From an optimization exercise on the open Yosys and OpenROAD flow, aimed at small area; shortcuts taken in it are not production practice. Function was checked by simulation only, so behaviour that the tests miss may differ from the original. Power figures rest on the tool's default switching activity, not on a simulated workload.

// system
module system(output wire RsTx, input wire RsRx, input clk, input btnC);
    wire reset = btnC;
    reg  [7:0] rv;
    reg        lastb;
    reg  [7:0] rxd;
    wire new_input = (rv == 8'd161);
    wire rx_idle   = (rv == 8'd0) | new_input;
    wire rx_samp   = (rv[3:0] == 4'd0) & (rv[7:5] != 3'd0) & ~(rv[7] & rv[5]);
    always @(posedge clk) begin
        if (reset) begin
            rv <= 8'd0; lastb <= 1'b1;
        end else begin
            lastb <= RsRx;
            if (rx_idle & lastb & ~RsRx) rv <= 8'd8;
            else if (new_input)          rv <= 8'd0;
            else if (rv != 8'd0)         rv <= rv + 8'd1;
            if (rx_samp) rxd <= {RsRx, rxd[7:1]};
        end
    end
    reg  [7:0] u;
    reg  [7:0] txb;
    reg        txo, tsp;
    wire [7:0] tb = tsp ? 8'h20 : txb;
    assign RsTx = txo;
    wire sent = (u == 8'd0);
    wire issue;
    wire [7:0] ch;
    always @(posedge clk) begin
        if (reset) begin
            u <= 8'd0; txo <= 1'b1;
        end else begin
            if (issue)          u <= 8'd102;
            else if (u != 8'd0) u <= u + 8'd1;
            if (issue) begin txb <= ch; tsp <= (cnt == 6'd1); end
            else if (got & (st == GETR)) txb <= rxd;
            if (u == 8'd0) txo <= 1'b1;
            else if (u[3:0] == 4'hF) begin
                case (u[7:4])
  ...
==> flow/config.mk <==
export PLATFORM = sky130hd
export DESIGN_NAME = system
export DESIGN_NICKNAME = system
export VERILOG_FILES = /design/flow/design.v
export SDC_FILE = /design/flow/constraint.sdc
export NUM_CORES = 4
export LEC_CHECK = 0
export CAP_MARGIN = 0
export CORE_MARGIN = 2
export CORE_UTILIZATION = 55
export CTS_BUF_LIST = sky130_fd_sc_hd__clkbuf_8
export GPL_ROUTABILITY_DRIVEN = 0
export GPL_TIMING_DRIVEN = 0
export SLEW_MARGIN = 0
==> flow/constraint.sdc <==
create_clock -name core_clock -period 150.0 [get_ports {clk}]
set_input_delay 30.0000 -clock core_clock [delete_from_list [all_inputs] [get_ports {clk}]]
set_output_delay 30.0000 -clock core_clock [all_outputs]
set_load 0.01 [all_outputs]
standard.sh (not shown) runs the stock make flow with config.mk's settings and CLKGATE_MAP_FILE= SYNTH_SCRIPT=/design/flow/synth_recipe.tcl, a recipe that flattens the netlist after the stock synthesis.
==> flow/flow/run.sh <==
#!/bin/bash
set -euo pipefail
cd "$(dirname "$0")/.."
W=$PWD
sed "s|$W/synth_recipe.tcl|$W/flow/synth_area.tcl|g" standard.sh > flow/my_standard.sh
grep -q synth_area.tcl flow/my_standard.sh
export CTS_ARGS="-sink_clustering_enable -repair_clock_nets -buf_list sky130_fd_sc_hd__clkbuf_8 -dont_use_dummy_load"
bash flow/my_standard.sh finish > "$W/flow_make.log" 2>&1
==> flow/flow/abc_area.script <==
&get -n
&st
&syn2
&dch -f
&nf -a -R 1000
&put
mfs3 -ae
==> flow/flow/my_standard.sh <==
#!/bin/bash
# The standard flow's own layout of this design, on the ORFS make targets given (by default finish). After
# finish it leaves the final layout's DEF at /design/flow/out/final.def.
set -euo pipefail
make -C /OpenROAD-flow-scripts/flow DESIGN_CONFIG=/design/flow/config.mk WORK_HOME=/design/flow/orfs CLKGATE_MAP_FILE= SYNTH_SCRIPT=/design/flow/flow/synth_area.tcl CAP_MARGIN=0 CORE_MARGIN=2 CORE_UTILIZATION=55 CTS_BUF_LIST=sky130_fd_sc_hd__clkbuf_8 GPL_ROUTABILITY_DRIVEN=0 GPL_TIMING_DRIVEN=0 SLEW_MARGIN=0 "${@:-finish}"
if [[ -f /design/flow/orfs/results/sky130hd/system/base/6_final.odb ]]; then
  : # left out here: write the final layout as DEF
fi
==> flow/flow/synth_area.tcl <==
# The standard flow's synthesis (synth_recipe.tcl) with ABC mapping for area instead of delay
set ::area_dir [file dirname [file normalize [info script]]]
proc abc {args} {
  set j [lsearch -exact $args -script]
  if {$j >= 0} { set args [lreplace $args [expr {$j+1}] [expr {$j+1}] [file join $::area_dir abc_area.script]] }
  yosys abc {*}$args
}
source [file join [file dirname $::area_dir] synth_recipe.tcl]
Change:
==> flow/flow/run.sh (replaced) <==
#!/bin/bash
set -euo pipefail
cd "$(dirname "$0")/.."
W=$PWD
sed "s|$W/synth_recipe.tcl|$W/flow/synth_area.tcl|g" standard.sh > flow/my_standard.sh
grep -q synth_area.tcl flow/my_standard.sh
export CTS_ARGS="-sink_clustering_enable -repair_clock_nets -buf_list sky130_fd_sc_hd__clkbuf_16 -dont_use_dummy_load -sink_clustering_size 50 -sink_clustering_max_diameter 200"
bash flow/my_standard.sh finish > "$W/flow_make.log" 2>&1
==> flow/flow/my_standard.sh (replaced) <==
#!/bin/bash
# The standard flow's own layout of this design, on the ORFS make targets given (by default finish). After
# finish it leaves the final layout's DEF at /design/flow/out/final.def.
set -euo pipefail
make -C /OpenROAD-flow-scripts/flow DESIGN_CONFIG=/design/flow/config.mk WORK_HOME=/design/flow/orfs CLKGATE_MAP_FILE= SYNTH_SCRIPT=/design/flow/flow/synth_area.tcl CAP_MARGIN=20 CORE_MARGIN=2 CORE_UTILIZATION=40 CTS_BUF_LIST=sky130_fd_sc_hd__clkbuf_16 SLEW_MARGIN=20 "${@:-finish}"
if [[ -f /design/flow/orfs/results/sky130hd/system/base/6_final.odb ]]; then
  : # left out here: write the final layout as DEF
fi
- CAP_MARGIN: 0 -> 20
- CORE_UTILIZATION: 55 -> 40
- CTS_BUF_LIST: sky130_fd_sc_hd__clkbuf_8 -> sky130_fd_sc_hd__clkbuf_16
- GPL_ROUTABILITY_DRIVEN: 0 -> unset
- GPL_TIMING_DRIVEN: 0 -> unset
- SLEW_MARGIN: 0 -> 20
Result: The new run passed the timing, DRC and antenna checks. Sequential share of layout area drops by 1.0 points. Fmax climbs by 0.71%. Worst setup slack gains 220 ps. Global-route usage drops by 6.4 points.
Change:
==> flow/flow/run.sh (replaced) <==
#!/bin/bash
set -euo pipefail
cd "$(dirname "$0")/.."
W=$PWD
sed "s|$W/synth_recipe.tcl|$W/flow/synth_area.tcl|g" standard.sh > flow/my_standard.sh
grep -q synth_area.tcl flow/my_standard.sh
export CTS_ARGS="-sink_clustering_enable -repair_clock_nets -buf_list sky130_fd_sc_hd__clkbuf_8 -dont_use_dummy_load"
bash flow/my_standard.sh finish > "$W/flow_make.log" 2>&1
==> flow/flow/my_standard.sh (replaced) <==
#!/bin/bash
# The standard flow's own layout of this design, on the ORFS make targets given (by default finish). After
# finish it leaves the final layout's DEF at /design/flow/out/final.def.
set -euo pipefail
make -C /OpenROAD-flow-scripts/flow DESIGN_CONFIG=/design/flow/config.mk WORK_HOME=/design/flow/orfs CLKGATE_MAP_FILE= SYNTH_SCRIPT=/design/flow/flow/synth_area.tcl CAP_MARGIN=20 CORE_MARGIN=2 CORE_UTILIZATION=40 CTS_BUF_LIST=sky130_fd_sc_hd__clkbuf_8 GPL_ROUTABILITY_DRIVEN=0 GPL_TIMING_DRIVEN=0 SLEW_MARGIN=20 "${@:-finish}"
if [[ -f /design/flow/orfs/results/sky130hd/system/base/6_final.odb ]]; then
  : # left out here: write the final layout as DEF
fi
- CTS_BUF_LIST: sky130_fd_sc_hd__clkbuf_16 -> sky130_fd_sc_hd__clkbuf_8
- GPL_ROUTABILITY_DRIVEN: unset -> 0
- GPL_TIMING_DRIVEN: unset -> 0
Core utilization fell by 0.76 points.
Critical path depth stays the same.
Synthesized area stays the same.
Total power fell by 8.9%.
Wire length came out lower by 3.0%.
Change:
==> flow/flow/run.sh (replaced) <==
#!/bin/bash
set -euo pipefail
cd "$(dirname "$0")/.."
W=$PWD
sed "s|$W/synth_recipe.tcl|$W/flow/synth_area.tcl|g" standard.sh > flow/my_standard.sh
grep -q synth_area.tcl flow/my_standard.sh
export CTS_ARGS="-sink_clustering_enable -repair_clock_nets -buf_list sky130_fd_sc_hd__clkbuf_8 -dont_use_dummy_load -sink_clustering_size 20 -sink_clustering_max_diameter 100"
bash flow/my_standard.sh finish > "$W/flow_make.log" 2>&1
==> flow/flow/my_standard.sh (replaced) <==
#!/bin/bash
# The standard flow's own layout of this design, on the ORFS make targets given (by default finish). After
# finish it leaves the final layout's DEF at /design/flow/out/final.def.
set -euo pipefail
make -C /OpenROAD-flow-scripts/flow DESIGN_CONFIG=/design/flow/config.mk WORK_HOME=/design/flow/orfs CLKGATE_MAP_FILE= SYNTH_SCRIPT=/design/flow/flow/synth_area.tcl CAP_MARGIN=0 CORE_MARGIN=2 CORE_UTILIZATION=55 CTS_BUF_LIST=sky130_fd_sc_hd__clkbuf_8 SLEW_MARGIN=0 "${@:-finish}"
if [[ -f /design/flow/orfs/results/sky130hd/system/base/6_final.odb ]]; then
  : # left out here: write the final layout as DEF
fi
- CAP_MARGIN: 20 -> 0
- CORE_UTILIZATION: 40 -> 55
- GPL_ROUTABILITY_DRIVEN: 0 -> unset
- GPL_TIMING_DRIVEN: 0 -> unset
- SLEW_MARGIN: 20 -> 0
What happened: The new run went through all stages and came out clean. Worst setup slack is better by 17 ps. Final cell count goes down by 6.2%. Register-to-register slack is better by 580 ps. Hold slack got worse by 11 ps. Via count grows by 3.5%. Die area shrinks by 27%. Sequential power hardly moves. Clock-buffer cell count is unchanged. Combinational power barely changes. Power climbs by 0.98%.

## static timing again, ports no longer ideal
In the flow no input, the clock included, has a driving cell. The finished layouts below were timed again as built, in two steps.
Step 1 sets driving cells, clkbuf_16 on the clock port and buf_2 on the other inputs (assumed; they add their load-dependent delay and slew).
Step 2 moves the port delays by t, midway between the first and last clock arrival at a register: inputs arrive t later, outputs are due t later. That takes back most of the time a late clock gives input paths.
Three values: no drivers, after step 1, after step 2; two values: the first two.
run	t, ns	setup WS [ns]	clock arrival spread, ns	worst register clock-pin slew, ns
the first run	0.413	118.557 / 118.573 / 118.160	0.023 / 0.023	0.10 / 0.10
the second run	0.391	118.779 / 118.738 / 118.522	0.018 / 0.019	0.08 / 0.08
the third run	0.418	118.747 / 118.709 / 118.478	0.037 / 0.037	0.11 / 0.11
the fourth run	0.418	118.764 / 118.729 / 118.376	0.026 / 0.026	0.10 / 0.10
After both steps setup and hold are still met in every run listed. For the first run, which loses most, drivers alone change the setup slack by +0.016 ns; drivers and shift together by -0.397 ns.
